This design comes from an exercise in tuning for small area and a short achievable clock period on the open sky130 flow, not from production work.
Function was not checked in any run shown here: the RTL went through the layout flow alone.
Power and IR drop assume default switching activity.

==> flow/design.v (outline; a module is shown in full before it is edited, if it fits) <==
// module fft_complex_compute: 2603 lines
// module cbfly_fa: 4 lines
// module cbfly_ha: 4 lines
module fft_complex_compute #(
  parameter DATA_WIDTH = 32
) (
  input  logic clk,
  input  logic [DATA_WIDTH-1:0] x_N,
  input  logic [DATA_WIDTH-1:0] x_M,
  input  logic [DATA_WIDTH-1:0] w_N,
  output logic [DATA_WIDTH-1:0] y_N,
  output logic [DATA_WIDTH-1:0] y_M
);
  // ...
==> flow/run.sh <==
#!/bin/bash
# synth_recipe.tcl (not shown) runs the flow's synth.tcl, then flattens the netlist and writes it again
# the make line also repeats each setting of config.mk as NAME=value (left out here)
make -C /OpenROAD-flow-scripts/flow DESIGN_CONFIG=/design/flow/config.mk WORK_HOME=/design/flow/orfs CLKGATE_MAP_FILE= SYNTH_SCRIPT=/design/flow/synth_recipe.tcl finish
==> flow/config.mk <==
export PLATFORM = sky130hd
export DESIGN_NAME = fft_complex_compute
export DESIGN_NICKNAME = fft_complex_compute
export VERILOG_FILES = /design/flow/design.v
export SDC_FILE = /design/flow/constraint.sdc
export NUM_CORES = 4
export LEC_CHECK = 0
export ABC_AREA = 1
export CAP_MARGIN = 20
export CORE_MARGIN = 2
export CORE_UTILIZATION = 40
export SLEW_MARGIN = 20
export SYNTH_HIERARCHICAL = 1
export SYNTH_MINIMUM_KEEP_SIZE = 0
==> flow/constraint.sdc <==
create_clock -name core_clock -period 8.0 [get_ports {clk}]
set_input_delay 1.6000 -clock core_clock [delete_from_list [all_inputs] [get_ports {clk}]]
set_output_delay 1.6000 -clock core_clock [all_outputs]
set_load 0.01 [all_outputs]
==> qor.csv, run 1 <==
stage,metric,value,unit
pwr,comb_power,12500,uW
grt,antenna_found_initial,1,
grt,grt_util_met2,40.37,%
routing,via_count,24220,
floorplan,fp.dieArea,0.07872,mm2
cells_and_area,final-clk-cell-share,3.743,%
timing,period_needed,5.380,ns
status,status,"complete, no violations",
synth,syn_inst,3250,
synth,ys_types,24,
synth,synthTopCellsByCount,"xor2_1 (549), fa_1 (496), o22ai_1 (457)",
timing,period_share,67.25,%
floorplan,tapCellCount,978,
synth,yosys_warnings,7,
synth,yosysMostFrequentCell,xor2_1,
hold_path,min_from,ar[1]$_DFF_P_,
synth,synth_flop_cell,dfxtp_1,
grt,grt-ovfl-total,0,
placed_design,dp_hpwl,71030,um
timing,rsz0062_at_grt,false,
pwr,power_frac_comb,75.6,%
floorplan,coreArea,0.07582,mm2
cells_and_area,fin_nets,4010,
timing,finalMaxSlewViolations,0,
pwr,p_seq_share,13.7,%
synth,synth_top_cell_by_area,fa_1,
==> run 2, diff against run 1 <==
--- a/flow/config.mk
+++ b/flow/config.mk
@@ -9,6 +9,7 @@
 export CAP_MARGIN = 20
 export CORE_MARGIN = 2
 export CORE_UTILIZATION = 40
+export SETUP_SLACK_MARGIN = 3.5
 export SLEW_MARGIN = 20
 export SYNTH_HIERARCHICAL = 1
 export SYNTH_MINIMUM_KEEP_SIZE = 0
==> run 2 against run 1 <==
Effect of this change:
- clock skew is 0.0029 ns higher
- design area is 2.7% higher
- count of clock-buffer cells in the layout stayed put
- critical endpoint is now dsr[4]$_DFF_P_
- largest power group unchanged
- highest routed layer unchanged
==> qor.csv, run 2 <==
stage,metric,value,unit,change
worst_setup_path,cp-start-kind,register,,unchanged
synth,yosysTopAreaCellShare,32.45,%,unchanged
worst_setup_path,worstPathRequired,8.45,ns,was 8.43 ns
pwr,power_frac_comb,75.8,%,was 75.6%
floorplan,start_util,40.35,%,unchanged
synth,ys_types,24,,unchanged
worst_setup_path,end_kind,register,,unchanged
synth,yosys_warnings,7,,unchanged
synth,avgSynthCellArea,9.414,um2,unchanged
timing,hold_ws,0.3222,ns,was 0.3225 ns
clock_network,clockBufferDepth,3,,unchanged
timing,period_needed,4.487,ns,was 5.380 ns
clock_network,cts.clk_slew.worst_paths,0.06,ns,about the same
routing,first_iter_violations,2526,,was 2385
routing,drt_wl_total,102600,um,was 100700 um
synth,postSynth.asyncResetShare,0,%,unchanged
floorplan,fp.dieArea,0.07872,mm2,unchanged
grt,grt-ovfl-total,0,,unchanged
pwr,worst_ir_drop_vdd,0.0002876,V,was 0.0002846 V
grt,grt_usage,26.13,%,was 25.68%
placed_design,dp_hpwl,71030,um,unchanged
floorplan,die_w,280.6,um,unchanged
placed_design,globalplace.congestion,0.9402,,unchanged
floorplan,row_count,101,,unchanged
worst_setup_path,crit_arrival,4.94,ns,was 5.81 ns
worst_setup_path,crit_fanout,30,,was 18
clock_network,clock-root-buffer,clkbuf_16,,unchanged
timing,setup_viol,0,,unchanged
floorplan,io_pins,161,,unchanged
routing,wl_met1,40160,um,was 39770 um
synth,syn_area,0.03060,mm2,unchanged
synth,syn_inst,3250,,unchanged
pwr,p_sw_share,49.43,%,was 49.48%
status,status,"complete, no violations",,unchanged
routing,wl_met3,11660,um,was 11420 um
synth,yosysSeqAreaShare,17.93,%,unchanged
cells_and_area,layout_commonest_cell,xor2_1,,unchanged
routing,met2_length,45110,um,was 44520 um
worst_setup_path,path_class,register to register,,unchanged
timing,finClkSkew,0.03433,ns,was 0.03139 ns
synth,synth_flop_cell,dfxtp_1,,unchanged
timing,tightest_slew,0.7844,ns,was 1.009 ns
timing,fmax,0.2229,GHz,was 0.1859 GHz
timing,finalSetupTns,0,ns,unchanged
timing,rsz0062_at_grt,true,,was false
synth,synth_top_cell_by_area,fa_1,,unchanged
clock_network,cts_hold_buf,0,,unchanged
clock_network,cts.htree.levels,2,,unchanged
grt,grt_max_degree,36,,unchanged
timing,finalMaxSlewViolations,0,,unchanged
synth,yosys-top-cells-area,"fa_1 (32%), dfxtp_1 (18%), xor2_1 (16%), o22ai_1 (9.3%), ha_1 (5.2%)",,unchanged
cells_and_area,syn_to_final_growth,14.57,%,was 11.56%
pwr,power_density,473.9,mW/mm2,was 483.2 mW/mm2
grt,antenna_found_initial,1,,unchanged
run,cap_violations,0,,unchanged
placed_design,portBuffers,160,,unchanged
routing,highest_layer,met4,,unchanged
grt,grt_pass1_vias,25130,,was 24760
cells_and_area,fin_nets,4067,,was 4010
pwr,p_seq_share,13.6,%,was 13.7%
cells_and_area,regArea,0.005537,mm2,was 0.005497 mm2
cells_and_area,final_cell_mix,"xor2_1 (548), fa_1 (486), o22ai_1 (450)",,"was xor2_1 (549), fa_1 (496), o22ai_1 (457)"
cells_and_area,fillers,7221,,was 7312
hold_path,hp-class,register to register,,unchanged
pwr,p_sw,8210,uW,was 8160 uW
synth,synth_edf_count,0,,unchanged
pwr,p_leak,0.01563,uW,was 0.01537 uW
synth,yosys_register_bits,274,,unchanged
routing,firstDrtPassIters,6,,was 7
routing,ant_nets,0,,unchanged
cells_and_area,drive_gt1_share,9.072,%,was 5.669%
clock_network,cts_sinks,274,,unchanged
routing,wire_per_inst,23.57,um,was 23.44 um
grt,grt_pass1_wl,154700,um,was 152500 um
clock_network,clk_latency,0.59,ns,was 0.58 ns
routing,via_count,24450,,was 24220
timing,finalHoldViolCount,0,,unchanged
pwr,p_int,8400,uW,was 8333 uW
synth,yosysMostFrequentCell,xor2_1,,unchanged
routing,viasPerCell,5.617,,was 5.640
timing,period_share,56.09,%,was 67.25%
clock_network,cts_tree,done,,unchanged
pwr,clkPwrFrac,10.6,%,about the same
floorplan,coreArea,0.07582,mm2,unchanged
clock_network,cts_buffers,35,,unchanged
timing,slew_headroom,47.15,%,was 32.64%
routing,drc,0,,unchanged
cells_and_area,multi_input_area,0.02264,mm2,was 0.02256 mm2
synth,synthTopCellsByCount,"xor2_1 (549), fa_1 (496), o22ai_1 (457)",,unchanged
floorplan,die_h,280.6,um,unchanged
-- run 2: cell counts after synthesis --
Identical to the previous run, type by type.
-- run 2: final timing paths --
path	start	endpoint	slack, ns	cells past startpoint
max reg2reg	br_two[3]$_DFF_P_	dsr[4]$_DFF_P_	3.51	11
max	br_two[3]$_DFF_P_	dsr[4]$_DFF_P_	3.51	11
min reg2reg	ar[1]$_DFF_P_	ar2[1]$_DFF_P_	0.32	0
min	ar[1]$_DFF_P_	ar2[1]$_DFF_P_	0.32	0
-- run 2: cells by family after synthesis --
family	after synthesis	synth area share [%]
xor gates and xnor gates	560	16.03
other	1	0.01226
AOI/OAI and AO/OA	557	11.45
DFF	274	17.93
adders and majority gates	624	37.69
buffers and inverters	619	8.482
muxes	14	0.5153
and+or+nand+nor	601	7.897
-- run 2: critical path: stages, from the launching register on --
cell and delay (ns):
dfxtp_1 0.33, inv_1 0.07, buf_6 0.35, o22ai_1 0.18, xor2_1 0.19, fa_1 0.55
fa_1 0.41, fa_1 0.45, fa_1 0.40, fa_1 0.50, fa_1 0.44, fa_1 0.46
-- run 2: power by group through the flow --
stage               registers (uW)  logic [uW]  clock network, uW
floorplan                     2330        8480                  0
global placement              2290       12200                  0
detailed placement            2300       12500                  0
CTS                           2270       12600               1810
global route                  2310       14400               1860
finish                        2270       12600               1760
-- run 2: through the flow --
stage / utilization (%) / power [uW] / setup slack [ns] / cell area [um2] / std cells
after floorplan: - / 10810 / 3.753 / 30640 / 3263
after global placement: 43.33 / 14540 / 2.806 / 32850 / 4230
after detailed placement: 43.33 / 14780 / 2.709 / 32850 / 4230
after CTS: 45.92 / 16700 / 3.501 / 34820 / 4346
after global routing: 46.23 / 18540 / 3.429 / 35050 / 4352
final: 46.23 / 16610 / 3.513 / 35050 / 4352
-- run 2: per-layer routing --
layer / global-route usage, % / vias up
li1: - / 10720
met1: 32.97 / 11950
met2: 40.40 / 1457
met3: 8.277 / 323
met4: 12.85 / 0
met5: 0 / -
-- run 2: Yosys stat by module (local to each module, per instance) --
module | flops+latches | cells inside | cell area [um2]
fft_complex_compute | 274 | 2778 | 21450
cbfly_fa | 0 | 1 | 20.02
cbfly_ha | 0 | 1 | 12.51
-- run 2: final cells by class --
type | instances | share of cell area (%)
antenna | 1 | 0.007139
clock buffer | 46 | 2.788
clock inverter | 18 | 0.8567
inverter | 372 | 4.291
multi-input combinational | 2370 | 64.59
sequential | 274 | 15.80
tap | 978 | 3.491
timing repair buffer | 293 | 8.181
-- run 2: what timing repair did --
item / in CTS / in global routing
pin swaps: 0 / 10
setup buffers: 52 / 5
endpoints found under the setup margin: 37 / 14
cloned: 0 / 0
gates resized for setup: 71 / 60
==> run 3, diff against run 2 <==
--- a/flow/config.mk
+++ b/flow/config.mk
@@ -9,7 +9,7 @@
 export CAP_MARGIN = 20
 export CORE_MARGIN = 2
 export CORE_UTILIZATION = 40
-export SETUP_SLACK_MARGIN = 3.5
+export SETUP_SLACK_MARGIN = 4.2
 export SLEW_MARGIN = 20
 export SYNTH_HIERARCHICAL = 1
 export SYNTH_MINIMUM_KEEP_SIZE = 0
==> run 3 against run 2 <==
Effect of this change:
- highest routed layer unchanged
- register-to-register slack improved by 0.13 ns
- cell count increased by 1.1%
- design area increased by 8.4%
- largest cell class unchanged
- sequential share of layout area decreased by 1.1 points
- global-route usage increased by 1.3 points
- routed wire length increased by 6.2%
- count of clock-buffer cells in the layout increased by 3
- synthesized cell count unchanged
- core utilization increased by 3.9 points
==> qor.csv, run 3 <==
stage,metric,value,unit,change
run,cap_violations,0,,unchanged
clock_network,cts_sinks,274,,unchanged
placed_design,pre_cts_ws,2.911,ns,was 2.709 ns
clock_network,cts.htree.levels,2,,unchanged
synth,yosysMostFrequentCell,xor2_1,,unchanged
pwr,finalPower,17570,uW,was 16610 uW
clock_network,cts_tree,done,,unchanged
routing,viasPerCell,5.797,,was 5.617
placed_design,portBuffers,160,,unchanged
floorplan,die_h,280.6,um,unchanged
routing,drc,0,,unchanged
worst_setup_path,crit_fanout,6,,was 30
cells_and_area,fin_nets,4114,,was 4067
timing,tightest_slew,1.250,ns,was 0.7844 ns
synth,syn_inst,3250,,unchanged
synth,syn_area,0.03060,mm2,unchanged
floorplan,fp.dieArea,0.07872,mm2,unchanged
worst_setup_path,critical_path.cell_chain,"buf_4, o21ai_0, xor2_1, fa_1, fa_1, fa_2, fa_1, fa_1, fa_2",,"was inv_1, buf_6, o22ai_1, xor2_1, fa_1, fa_1, fa_1, fa_1, fa_1, fa_1, fa_1"
floorplan,coreArea,0.07582,mm2,unchanged
synth,yosys-top-cells-area,"fa_1 (32%), dfxtp_1 (18%), xor2_1 (16%), o22ai_1 (9.3%), ha_1 (5.2%)",,unchanged
clock_network,cts.clk_slew.worst_paths,0.06,ns,about the same
worst_setup_path,cp-start-kind,register,,unchanged
worst_setup_path,crit_arrival,4.80,ns,was 4.94 ns
floorplan,die_w,280.6,um,unchanged
grt,grt_pass1_vias,26050,,was 25130
grt,grt_max_degree,36,,unchanged
timing,period_share,54.51,%,was 56.09%
synth,synth_top_cell_by_area,fa_1,,unchanged
timing,rsz0062_at_grt,true,,unchanged
clock_network,clockBufferDepth,3,,unchanged
grt,grt_usage,27.43,%,was 26.13%
placed_design,dp_hpwl,69220,um,was 71030 um
synth,yosysTopAreaCellShare,32.45,%,unchanged
timing,setup_viol,0,,unchanged
worst_setup_path,path_class,register to register,,unchanged
placed_design,globalplace.congestion,0.9447,,was 0.9402
synth,synthTopCellsByCount,"xor2_1 (549), fa_1 (496), o22ai_1 (457)",,unchanged
timing,period_needed,4.361,ns,was 4.487 ns
cells_and_area,drive_gt1_share,18.42,%,was 9.072%
worst_setup_path,critPathMostFrequentCell,fa_1,,unchanged
worst_setup_path,cp_slowest_cell,fa_2,,was fa_1
floorplan,start_util,40.35,%,unchanged
hold_path,hp-class,register to register,,unchanged
grt,antenna_found_initial,1,,unchanged
pwr,power_density,462.4,mW/mm2,was 473.9 mW/mm2
timing,final.setup.worst_slack,3.639,ns,was 3.513 ns
routing,via_count,25500,,was 24450
clock_network,cts_buffers,35,,unchanged
cells_and_area,layout_commonest_cell,xor2_1,,unchanged
routing,ant_nets,0,,unchanged
clock_network,clk_latency,0.59,ns,about the same
worst_setup_path,crit_family,adder cells,,unchanged
worst_setup_path,rrSetupSlack,3.64,ns,was 3.51 ns
worst_setup_path,critPathBufInv,1,,was 2
synth,postSynth.asyncResetShare,0,%,unchanged
timing,fmax,0.2293,GHz,was 0.2229 GHz
timing,finalSetupTns,0,ns,unchanged
timing,finalMaxSlewViolations,0,,unchanged
grt,grt-ovfl-total,0,,unchanged
synth,synth_edf_count,0,,unchanged
pwr,p_leak,0.01656,uW,was 0.01563 uW
timing,finClkSkew,0.02662,ns,was 0.03433 ns
clock_network,cts_hold_buf,0,,unchanged
cells_and_area,final_cell_mix,"xor2_1 (502), nand2_1 (417), o22ai_1 (374)",,"was xor2_1 (548), fa_1 (486), o22ai_1 (450)"
routing,first_iter_violations,3010,,was 2526
routing,wire_per_inst,24.76,um,was 23.57 um
synth,avgSynthCellArea,9.414,um2,unchanged
timing,finalHoldViolCount,0,,unchanged
worst_setup_path,end_kind,register,,unchanged
synth,yosys_warnings,7,,unchanged
worst_setup_path,slowest_delay,0.58,ns,was 0.55 ns
routing,firstDrtPassIters,9,,was 6
synth,yosysSeqAreaShare,17.93,%,unchanged
pwr,worst_ir_drop_vdd,0.0005230,V,was 0.0002876 V
floorplan,row_count,101,,unchanged
timing,slew_headroom,15.77,%,was 47.15%
routing,drt_wl_total,108900,um,was 102600 um
cells_and_area,finalInstanceArea,0.03800,mm2,was 0.03505 mm2
placed_design,placed_area,0.03308,mm2,was 0.03285 mm2
cells_and_area,syn_to_final_growth,24.20,%,was 14.57%
cells_and_area,n_antenna_cell,0,,was 1
status,status,"complete, no violations",,unchanged
floorplan,io_pins,161,,unchanged
synth,synth_flop_cell,dfxtp_1,,unchanged
synth,yosys_register_bits,274,,unchanged
clock_network,clock-root-buffer,clkbuf_16,,unchanged
grt,grt_pass1_wl,161200,um,was 154700 um
synth,ys_types,24,,unchanged
worst_setup_path,worstPathRequired,8.44,ns,was 8.45 ns
run 3: cell counts after synthesis:
No cell type changed its count.
run 3: layer usage:
layer | part of all wire, % | vias up | global-route usage (%)
met4 | 7.0 | 0 | 16.89
met3 | 13 | 497 | 9.385
met5 | 0 | - | 0
met2 | 43 | 1833 | 41.37
li1 | - | 10780 | -
met1 | 37 | 12390 | 33.72
run 3: Yosys stat by module, one instance, submodules excluded:
| module | flops+latches | copies in the design | area (um2) | cells inside |
|---|---|---|---|---|
| fft_complex_compute | 274 | 1 | 21450 | 2778 |
| cbfly_fa | 0 | 432 | 20.02 | 1 |
| cbfly_ha | 0 | 40 | 12.51 | 1 |
run 3: cell type report:
type,instances,area [um2]
tap,978,1224
sequential,274,5577
clock inverter,15,143.9
timing repair buffer,339,4541
inverter,372,1528
multi-input combinational,2370,23950
fill,6843,37820
clock buffer,49,1031
timing repair inverter,1,6.256
run 3: stage by stage:
stage	hold slack [ns]	utilization [%]	instances
6_report	0.3162	50.12	4398
5_1_grt	0.3322	50.12	4398
4_1_cts	0.3197	48.88	4380
3_5_place_dp	0.3121	43.62	4228
3_3_place_gp	0.3106	43.62	4228
2_1_floorplan	0.3096	-	3263
run 3: power breakdown:
part / switching (uW) / total (uW) / internal, uW / leakage, uW
Clock: 671 / 1620 / 945 / 0.000566
Sequential: 245 / 2280 / 2040 / 0.00231
Combinational: 7720 / 13700 / 5950 / 0.0137
Total: 8640 / 17600 / 8940 / 0.0166
run 3: cell families after synthesis:
group	after synthesis	synth area share, %
multiplexers	14	0.5153
AO/OA/AOI/OAI	557	11.45
adder cells (fa/ha/maj)	624	37.69
other	1	0.01226
buffers and inverters	619	8.482
flip-flops	274	17.93
AND/OR/NAND/NOR	601	7.897
XOR/XNOR	560	16.03
run 3: what timing repair did:
| item | in CTS | in global routing |
|---|---|---|
| cloned | 23 | 5 |
| buffers inserted | 65 | 13 |
| gates resized for setup | 426 | 146 |
| endpoints found under the setup margin | 58 | 51 |
| pin swaps | 93 | 78 |
run 3: worst paths after layout:
check                               startpoint               to  depth (start not counted)
worst max-delay path            wr[15]$_DFF_P_   dsi[4]$_DFF_P_                          9
worst min-delay path            ai[11]$_DFF_P_  ai2[11]$_DFF_P_                          0
worst max register to register  wr[15]$_DFF_P_   dsi[4]$_DFF_P_                          9
worst min register to register  ai[11]$_DFF_P_  ai2[11]$_DFF_P_                          0

==> port drivers added, routing unchanged <==
No port has a modelled driver above. Below, the same layouts with a new extraction and two added sets of constraints. Step 1: set_driving_cell puts a clkbuf_16 on clk and a buf_2 on each other input, an assumption about the parent block. Step 2 moves the port delays by t, midway between the first and last clock arrival at a register: inputs arrive t later, outputs are due t later. That takes back most of the time a late clock gives input paths. Three values: ideal ports, drivers, drivers and shift; two values: the first two.
run	shift t [ns]	setup slack, ns	worst setup path after step 2
run 1	0.629	2.620 / 2.620 / 2.620	register to register
run 2	0.639	3.513 / 3.513 / 3.513	register to register
run 3	0.639	3.639 / 3.639 / 3.639	register to register
After both steps every run listed still meets setup and hold.
